This design comes from an exercise in tuning for small area on the open sky130 flow, not from production work. Only simulation tests tie the RTL to the original design; equivalence was not proved. Power figures rest on the tool's default switching activity, not on a simulated workload.

[design/flow/config.mk]
export PLATFORM = sky130hd
export DESIGN_NAME = dis_sound
export DESIGN_NICKNAME = dis_sound
export VERILOG_FILES = /design/flow/design.v
export SDC_FILE = /design/flow/constraint.sdc
export NUM_CORES = 4
export LEC_CHECK = 0
export CAP_MARGIN = 20
export CORE_MARGIN = 2
export CORE_UTILIZATION = 40
export SLEW_MARGIN = 20
[design/flow/design.v]
module My_Distance_Count
(
	CLK, RTSn, test_count, Hundred, Ten, One, D_Ten, D_Hundred,LED_Out
);
	input CLK;
	input RTSn;
	input test_count;
	output reg [3:0]Hundred;
	output reg [3:0]Ten;
	output reg [3:0]One;
	output reg [3:0]D_Ten;
	output reg [3:0]D_Hundred;
	output reg [7:0]LED_Out; 
	reg [23:0] led_case;
	reg [23:0]pulse;
	reg [23:0]count1;
	reg [23:0]count2;
	reg [23:0]count3;
	reg [23:0]count4;
	reg [23:0]count5;
	reg [23:0]count6;
	reg [23:0]count_f;
	reg [23:0]count_l;
	reg t1,t2;
	parameter eee = 24'd10294;
	parameter led_30 = 24'd88235;
	parameter H = 24'd294118;
	parameter T = 24'd29412;
	parameter O = 24'd2941;
	parameter DT = 24'd294;
	parameter DH = 24'd29;
	reg [23:0]Count_5HZ;
	reg CLK_5HZ;
	parameter T5HZ = 24'd4_999_999;
	wire tick = (Count_5HZ == T5HZ) && !CLK_5HZ;
	always @ ( posedge CLK )
		begin 
			if(!RTSn)
				begin
					Count_5HZ <= 0;
					CLK_5HZ <= 0;
				end
			else if( Count_5HZ == T5HZ )
				begin
					Count_5HZ <= 0;
					CLK_5HZ <= ~CLK_5HZ;
				end
			else
				Count_5HZ <= Count_5HZ + 1;
		end
	always @ (posedge CLK)begin
		if(!RTSn)
		begin
			t1 <= 0;
			t2 <= 0;
		end
		else 
		begin
			t1 <= test_count;
			t2 <= t1;
		end
	end
	always @ (posedge CLK)begin
		if(!RTSn)
		begin
			pulse <= 0;
			count1 <= 0;
			count2 <= 0;
			count3 <= 0;
			count4 <= 0;
			count5 <= 0;
			count6 <= 0;
		end
		else if(test_count== 1)begin
			if(pulse >= 24'd750000)
				begin					
					pulse <= 0;
				end
			else
				begin
					pulse <= pulse + 1;
				end
		end
		else if({t1,t2}==2'b01)begin			
			count1 <= pulse;
			count2 <= count1;
			count3 <= count2;
			count4 <= count3;
			count5 <= count4;
			count6 <= count5;
			pulse <= 0;
		end
	end
	always @ (posedge CLK)begin
		if(!RTSn)
		begin
			count_f <= 0;
			Hundred <= 0;
			Ten <= 0;
			One <= 0;
			D_Ten <= 0;
			D_Hundred <= 0;
		end
		else if(tick) begin
			count_f <= (count1+count2+count3+count4+count5+count6)/6;
			if(count_f <= eee)
				begin
					Hundred <= 0;
					Ten <= 0;
					One <= 0;
					D_Ten <= 0;
					D_Hundred <= 0;
				end
			else
				begin
					Hundred <= (count_f - eee)/H;
					Ten <= ((count_f - eee)%H)/T;
					One <= (((count_f - eee)%H)%T)/O;
					D_Ten <= ((((count_f - eee)%H)%T)%O)/DT;
					D_Hundred <= (((((count_f - eee)%H)%T)%O)%DT)/DH;
				end
		end
	end
	always @ (posedge CLK)begin
		if(!RTSn)
		begin
			count_l <= 0;
			led_case <= 0;
			LED_Out <= 8'b0;
		end
		else if(tick) begin
			count_l <= (count1+count2+count3+count4+count5+count6)/6;
			if(count_l <= eee)
				begin
					LED_Out <= 8'b0;
				end
			else
				begin
					led_case <= (count_l - eee)/led_30;
					case(led_case)
						24'd0:	LED_Out <= 8'b00000001;
						24'd1:	LED_Out <= 8'b00000011;
						24'd2:	LED_Out <= 8'b00000111;
						24'd3:	LED_Out <= 8'b00001111;
						24'd4:	LED_Out <= 8'b00011111;
						24'd5:	LED_Out <= 8'b00111111;
						24'd6:	LED_Out <= 8'b01111111;
						24'd7:	LED_Out <= 8'b11111111;				
						default:	LED_Out <= 8'b11111111;
					endcase
				end	
		end
	end
endmodule
module My_Dig
(
	CLK, RSTn, Hundred, Ten, One, D_Ten, D_Hundred, Digitron_Out, DigitronCS_Out
);
	 input CLK;
	 input RSTn;
	 input [3:0] Hundred;
	 input [3:0] Ten;
	 input [3:0] One;
	 input [3:0] D_Ten;
	 input [3:0] D_Hundred;
	 output [7:0]Digitron_Out; 
	 output [5:0]DigitronCS_Out;
    parameter T250K = 24'd200000;
	 reg [23:0]Count;
	 reg [3:0]SingleNum;
	 reg [7:0]W_Digitron_Out;
	 reg [5:0]W_DigitronCS_Out;
	 parameter _0 = 8'b0011_1111, _1 = 8'b0000_0110, _2 = 8'b0101_1011,
			 	  _3 = 8'b0100_1111, _4 = 8'b0110_0110, _5 = 8'b0110_1101,
			 	  _6 = 8'b0111_1101, _7 = 8'b0000_0111, _8 = 8'b0111_1111,
				  _9 = 8'b0110_1111;
	always @ ( posedge CLK )
		begin	
			 if(!RSTn)
				begin
					Count <= 24'd0;
					SingleNum = 4'd0;
					W_Digitron_Out = 8'd0;
					W_DigitronCS_Out = 6'd0;
				end
			 else if( Count == T250K )
				begin
					Count <= 16'd0;
					W_DigitronCS_Out = {1'b1,W_DigitronCS_Out[0],W_DigitronCS_Out[4:1]};
					case(W_DigitronCS_Out)
						6'b11_1110: SingleNum = D_Hundred;		
						6'b11_1101: SingleNum = D_Ten;		
						6'b11_1011: SingleNum = One;	
						6'b11_0111: SingleNum = Ten;		
						6'b10_1111: SingleNum = Hundred;		
						default:	W_DigitronCS_Out = 6'b11_1110;
					endcase
					case(SingleNum)
						0:  W_Digitron_Out = _0;
						1:  W_Digitron_Out = _1;
						2:  W_Digitron_Out = _2;
						3:  W_Digitron_Out = _3;
						4:  W_Digitron_Out = _4;
						5:  W_Digitron_Out = _5;
						6:  W_Digitron_Out = _6;
						7:  W_Digitron_Out = _7;
						8:  W_Digitron_Out = _8;
						9:  W_Digitron_Out = _9;
					endcase
				end
			else
				Count <= Count + 1'b1;
	end
	 assign Digitron_Out = (W_DigitronCS_Out == 6'b11_1011) ? {1'b1,W_Digitron_Out[6:0]} : W_Digitron_Out;
	 assign DigitronCS_Out = W_DigitronCS_Out;
endmodule
module dis_sound(
 CLK, RSTn, pulse_r, pulse_t, test_count, Digitron_Out, DigitronCS_Out,LED_Out
);
	input CLK;
	input RSTn; 
	input pulse_r;
	input pulse_t;
	output reg test_count;
	output [7:0]Digitron_Out;
	output [5:0]DigitronCS_Out;
	output [7:0]LED_Out;
	parameter headshoulders=12'd100;
	reg [11:0] count_hs;
	reg R1,R2;
	reg T1,T2;
	wire [3:0]Hundred;
	wire [3:0]Ten;
	wire [3:0]One;
	wire [3:0]D_Ten;
	wire [3:0]D_Hundred;
	always @ (posedge CLK) begin
		if(!RSTn)
			begin
				R1 <= 0;
				R2 <= 0;
				T1 <= 0;
				T2 <= 0;				
			end
		else
			begin
				R1 <= pulse_r;
				R2 <= R1;
				T1 <= pulse_t;
				T2 <= T1;	
			end
	end
	always @ (posedge CLK) begin
		if(!RSTn)
			begin
				test_count <= 0;
				count_hs <= 0;
			end
		else if({T1,T2}==2'b10) begin		 
				test_count <= 1;
			end
		else if(count_hs >= 12'd100) 		 
			begin				
				if({R1,R2}==2'b10)			 
					test_count <= 0;
				else if({R1,R2}==2'b01)     
					count_hs <= 0;	
			end
		else 
			count_hs <= count_hs + 1;
	end
	My_Distance_Count #(.T5HZ(24'd4095)) U1
(
	.CLK(CLK) ,	 
	.RTSn(RSTn) ,	 
	.test_count(test_count) ,	 
	.Hundred(Hundred) ,	 
	.Ten(Ten) ,	 
	.One(One) ,	 
	.D_Ten(D_Ten) ,	 
	.D_Hundred(D_Hundred) ,	 
	.LED_Out(LED_Out) 	 
);
	My_Dig #(.T250K(24'd15)) U2
(
	.CLK(CLK) ,	 
	.RSTn(RSTn) ,	 
	.Hundred(Hundred) ,	 
	.Ten(Ten) ,	 
	.One(One) ,	 
	.D_Ten(D_Ten) ,	 
	.D_Hundred(D_Hundred) ,	 
	.Digitron_Out(Digitron_Out) ,	 
	.DigitronCS_Out(DigitronCS_Out) 	 
);
endmodule
[design/flow/constraint.sdc]
create_clock -name core_clock -period 25.0 [get_ports {CLK}]
set_input_delay 5.0000 -clock core_clock [delete_from_list [all_inputs] [get_ports {CLK}]]
set_output_delay 5.0000 -clock core_clock [all_outputs]
set_load 0.01 [all_outputs]
[design/flow/run.sh]
#!/bin/bash
# synth_recipe.tcl (not shown) runs the flow's synth.tcl, then flattens the netlist and writes it again
# the make line also repeats each setting of config.mk as NAME=value (left out here)
make -C /OpenROAD-flow-scripts/flow DESIGN_CONFIG=/design/flow/config.mk WORK_HOME=/design/flow/orfs CLKGATE_MAP_FILE= SYNTH_SCRIPT=/design/flow/synth_recipe.tcl finish
==> impl_metrics.csv <==
group,metric,value,unit
setup_path,max_stage_delay,0.61,ns
die,io_pins,27,
setup_path,critical_path.startpoint_type,"flip-flop",
yosys,synth_async_sr_flop_share,0,%
timing,fin_crit_sh,95.98,%
run,drv_cap,0,
min_path,hold_path.class,"flip-flop to flip-flop",
place,io_buffers,26,
die,dieArea,0.08736,mm^2
yosys,synth-main-ff-cell,"dfxtp_1",
place,post_dp_cell_area,0.03573,mm^2
drt,ant_nets,0,
layout,fillers,8522,
power,vdd_drop_max,0.05492,mV
setup_path,crit_path_max_fanout,13,
setup_path,critical_path_required,25.38,ns
yosys,synth.avg_cell_area,7.493,um^2
yosys,ys_types,186,
cts,numCtsBuffers,35,
layout,finalInstanceArea,0.03769,mm^2
yosys,synth-xor-area-share,9.386,%
yosys,synth_compound_area_share,29.99,%
drt,drtIter0Drc,2798,
setup_path,crit_path_top_delay_cell,"or4_4",
drt,dr.pass1.iters,5,
setup_path,path_buf_inv,6,
grt,grt_max_degree,101,
min_path,hp-start,"T1$_SDFF_PN0_",
min_path,holdPathStages,1,
min_path,hold_end,"T2$_SDFF_PN0_",
cts,clk_latency,0.52,ns
yosys,synth-simple-area-share,26.12,%
timing,setup_violations,0,
timing,hold_viol,0,
drt,vias,33160,
power,switchingPower,235.9,uW
setup_path,rr_worst_depth,88,
drt,viasPerCell,5.765,
cts,cts_max_level,2,
power,leakagePower,0.01378,uW
die,start_util,40.50,%
grt,grt.total_usage,21.35,%
power,power_density,27.84,mW/mm^2
setup_path,crit_family,"compound AO/OA/AOI/OAI gates",
drt,wl_per_cell,16.87,um
yosys,synthesis.nets,4684,
setup_path,cp-end-kind,"flip-flop",
place,dp_hpwl,72.99,mm
timing,worst_pin_slew,1.018,ns
power,switching_share,22.48,%
grt,grt_pass1_vias,30240,
power,intPower,813.5,uW
drt,drc_errors,0,
setup_path,worst-r2r-setup-slack,1.01,ns
yosys,seq_area_frac_synth,18.84,%
cts,path_clk_slew,0.06,ns
yosys,syn_inst,4538,
yosys,synth-seq-cells,320,
grt,antenna_found_initial,1,
power,finalPower,1049,uW
yosys,synth_fa_ha_area_share,7.513,%
timing,slew_headroom,30.39,%
cts,cts_root_buf,"clkbuf_16",
grt,overflow,0,
die,die_w,295.6,um
timing,max_freq,41.68,MHz
cts,cts_buffer_depth,3,
yosys,yosys-mux-area-fraction,2.256,%
layout,drive_gt1_share,14.64,%
cts,cts.sinks,320,
timing,drv_slew,0,
yosys,yosys_warnings,3,
grt,grt_first_pass_wirelength,158.1,mm
die,std_cell_rows,106,
die,die_y,295.6,um
setup_path,crit_top_cell,"buf_4",
timing,fin_setup_tns,0,ns
run_status,status,"no timing/DRC/antenna violations",
setup_path,crit_type,"flip-flop to flip-flop",
timing,period_minus_slack,23.99,ns
place,placed_cells,5651,
die,design.core.area,0.08395,mm^2
cts,postCtsHoldBufs,0,
layout,final_nets,4739,
yosys,synth_top_family_by_area,"compound AO/OA/AOI/OAI gates",
layout,syn2layout_area_growth,10.85,%
drt,drt_wl_total,97.01,mm
power,clockPowerShare,49.0,%
timing,fin_skew,0.01437,ns
yosys,synth_edf_count,0,
layout,final_cells,5752,
cts,cts_tree,"built",
setup_path,r2r-end,"U1.D_Hundred[0]$_SDFFE_PN0P_",
setup_path,r2r_start,"U1.count_l[7]$_SDFFE_PN0P_",
yosys,syn_area,0.03401,mm^2
power,p_comb_share,2.0,%
setup_path,worst_ep_arrival_time,24.38,ns
place,place_congestion,0.9505,
power,power_frac_seq,49.0,%
## final cells by class
| cell class | instances | area [um^2] | area share (%) |
|---|---|---|---|
| Clock inverter | 15 | 118.9 | 0.3153 |
| Clock buffer | 46 | 1017 | 2.699 |
| Inverter | 235 | 889.6 | 2.360 |
| Sequential cell | 320 | 6409 | 17.00 |
| Tap cell | 1134 | 1419 | 3.764 |
| Timing Repair Buffer | 209 | 1647 | 4.368 |
| Multi-Input combinational cell | 3792 | 26190 | 69.48 |
| Antenna cell | 1 | 2.502 | 0.006639 |
## power by group through the flow
stage / Sequential (uW) / Combinational, uW / Clock, uW
after detailed placement: 525 / 21.4 / 0
after CTS: 514 / 21.5 / 532
final: 514 / 21.0 / 514
after global routing: 514 / 23.6 / 549
after global placement: 525 / 21.2 / 0
after floorplan: 525 / 15.6 / 0
## through the flow
step | setup WS (ns) | utilization, % | hold slack, ns
final | 1.006 | 44.90 | 0.4483
after global placement | 0.5192 | 42.56 | 0.4356
after global routing | -0.1366 | 44.90 | 0.4716
after detailed placement | 0.2167 | 42.56 | 0.4370
after CTS | 0.07693 | 43.91 | 0.4517
after floorplan | 2.272 | - | 0.4260
## how the worst max path moves through the flow
| stage | to | startpoint | cells past startpoint | slack (ns) |
|---|---|---|---|---|
| after global routing | U1.D_Hundred[0]$_SDFFE_PN0P_ | U1.count_l[7]$_SDFFE_PN0P_ | 92 | -0.14 |
| after CTS | U1.D_Hundred[0]$_SDFFE_PN0P_ | U1.count_l[7]$_SDFFE_PN0P_ | 87 | 0.08 |
| after global placement | U1.D_Hundred[0]$_SDFFE_PN0P_ | U1.count_l[7]$_SDFFE_PN0P_ | 84 | 0.52 |
| after detailed placement | U1.D_Hundred[0]$_SDFFE_PN0P_ | U1.count_l[7]$_SDFFE_PN0P_ | 87 | 0.22 |
| after floorplan | U1.D_Hundred[0]$_SDFFE_PN0P_ | U1.count_l[14]$_SDFFE_PN0P_ | 93 | 2.27 |
| final | U1.D_Hundred[0]$_SDFFE_PN0P_ | U1.count_l[7]$_SDFFE_PN0P_ | 88 | 1.01 |
## repair_timing
item                       CTS  global route
setup buffers                0            35
resized for setup            0            99
setup endpoints to repair    0             4
## synthesized netlist by cell type, types with 27 or more instances
cell type	number	area (um^2)
a211oi_1	43	322.8
a21o_1	33	247.7
a21oi_1	464	2322
a31oi_1	54	337.8
and2_1	43	269.0
and3_1	51	319.1
buf_6	29	326.6
clkbuf_1	114	427.9
dfxtp_1	320	6406
fa_1	73	1461
ha_1	69	863.3
inv_1	229	859.6
mux2i_1	40	400.4
nand2_1	627	2354
nand2b_1	34	212.7
nand3_1	141	705.7
nand4_1	51	319.1
nor2_1	411	1543
nor2b_1	27	168.9
nor3_1	105	525.5
nor4_1	41	256.5
o211ai_1	45	337.8
o21a_1	38	285.3
o21ai_0	182	910.9
o21ai_1	34	170.2
o21bai_1	48	360.4
or3_1	39	244.0
xnor2_1	233	2041
xor2_1	96	840.8
## sequential cells by signal (all words and copies together), names as in the netlist, 6 cells and up, named ones only
name and count:
U1.count_l 24, U2.W_DigitronCS_Out 6, U2.Count 24, U1.count3 24, U1.LED_Out 8, U1.count1 24
U1.Count_5HZ 24, count_hs 12, U2.W_Digitron_Out 7, U1.led_case 8, U1.count6 24, U1.count4 24
U1.pulse 24, U1.count5 24, U1.count2 24
## cell usage in the layout (no fill, tap or decap), types with 18 or more instances in the layout
| cell | Yosys | layout |
|---|---|---|
| xnor2_1 | 233 | 227 |
| o211ai_1 | 45 | 45 |
| fa_1 | 73 | 73 |
| nor3_1 | 105 | 103 |
| maj3_1 | 23 | 23 |
| nor2_1 | 411 | 405 |
| a21o_1 | 33 | 33 |
| nor2b_1 | 27 | 27 |
| clkdlybuf4s50_1 | 0 | 26 |
| or3_1 | 39 | 39 |
| o31ai_1 | 22 | 21 |
| clkbuf_16 | 0 | 35 |
| mux2_2 | 20 | 20 |
| xor2_1 | 96 | 94 |
| a211oi_1 | 43 | 41 |
| buf_4 | 11 | 182 |
| mux2i_1 | 40 | 37 |
| nand2b_1 | 34 | 33 |
| dfxtp_1 | 320 | 318 |
| nand3_1 | 141 | 138 |
| or2_2 | 20 | 19 |
| nor4_1 | 41 | 39 |
| ha_1 | 69 | 68 |
| a22oi_1 | 25 | 25 |
| o21a_1 | 38 | 38 |
| and2_1 | 43 | 42 |
| a21oi_1 | 464 | 457 |
| inv_1 | 229 | 229 |
| nand4_1 | 51 | 51 |
| o21bai_1 | 48 | 48 |
| nand2_1 | 627 | 627 |
| o21ai_0 | 182 | 178 |
| and3_1 | 51 | 49 |
| o21ai_1 | 34 | 34 |
| o22ai_1 | 23 | 23 |
| a31oi_1 | 54 | 54 |
| a21oi_2 | 12 | 18 |
## metal layers
layer / track usage (%) / part of all wire, % / up-vias
met5: 0 / 0 / -
met4: 3.925 / 1.6 / 0
met3: 2.135 / 4.8 / 113
met2: 33.61 / 44 / 841
met1: 31.58 / 50 / 15700
li1: - / - / 16500
## worst register-to-register path, delay by kind of cell, from the launching register on
family | cells | cell delay, ns
buf+inv | 6 | 1.11
xor+xnor | 4 | 0.81
simple gates | 26 | 6.76
flops | 1 | 0.40
fa+ha+maj | 2 | 0.48
compound gates | 47 | 12.97
mux | 3 | 1.32
## logic make-up after synthesis
| group | count (synthesis) |
|---|---|
| and+or+nand+nor | 1802 |
| AOI/OAI and AO/OA | 1410 |
| buffers and inverters | 430 |
| xor gates and xnor gates | 343 |
| DFF | 320 |
| adders and majority gates | 165 |
| muxes | 68 |

-- afterwards: timing with drivers on the ports --
The flow's constraints put no driver on any port. The routed layout listed below was extracted and timed again, unchanged, in two steps.
Step 1 assumes that a clkbuf_16 drives the clock port and a buf_2 every other input.
Step 2 adds t to the input delays and takes it off the output delays; t is the mean of the earliest and latest rising clock arrival at the registers after step 1. Input paths then give back, and output paths get back, about the clock's delay inside the block.
a / b / c = ideal / step 1 / step 2; a / b = the first two.
t (ns): 0.575
slack for setup (ns): 1.006 / 1.006 / 1.006
worst setup path at the end: register to register
After both steps setup and hold are still met in this run. The setup slack of this run moves by 0.000 ns with the drivers and by 0.000 ns with both steps.
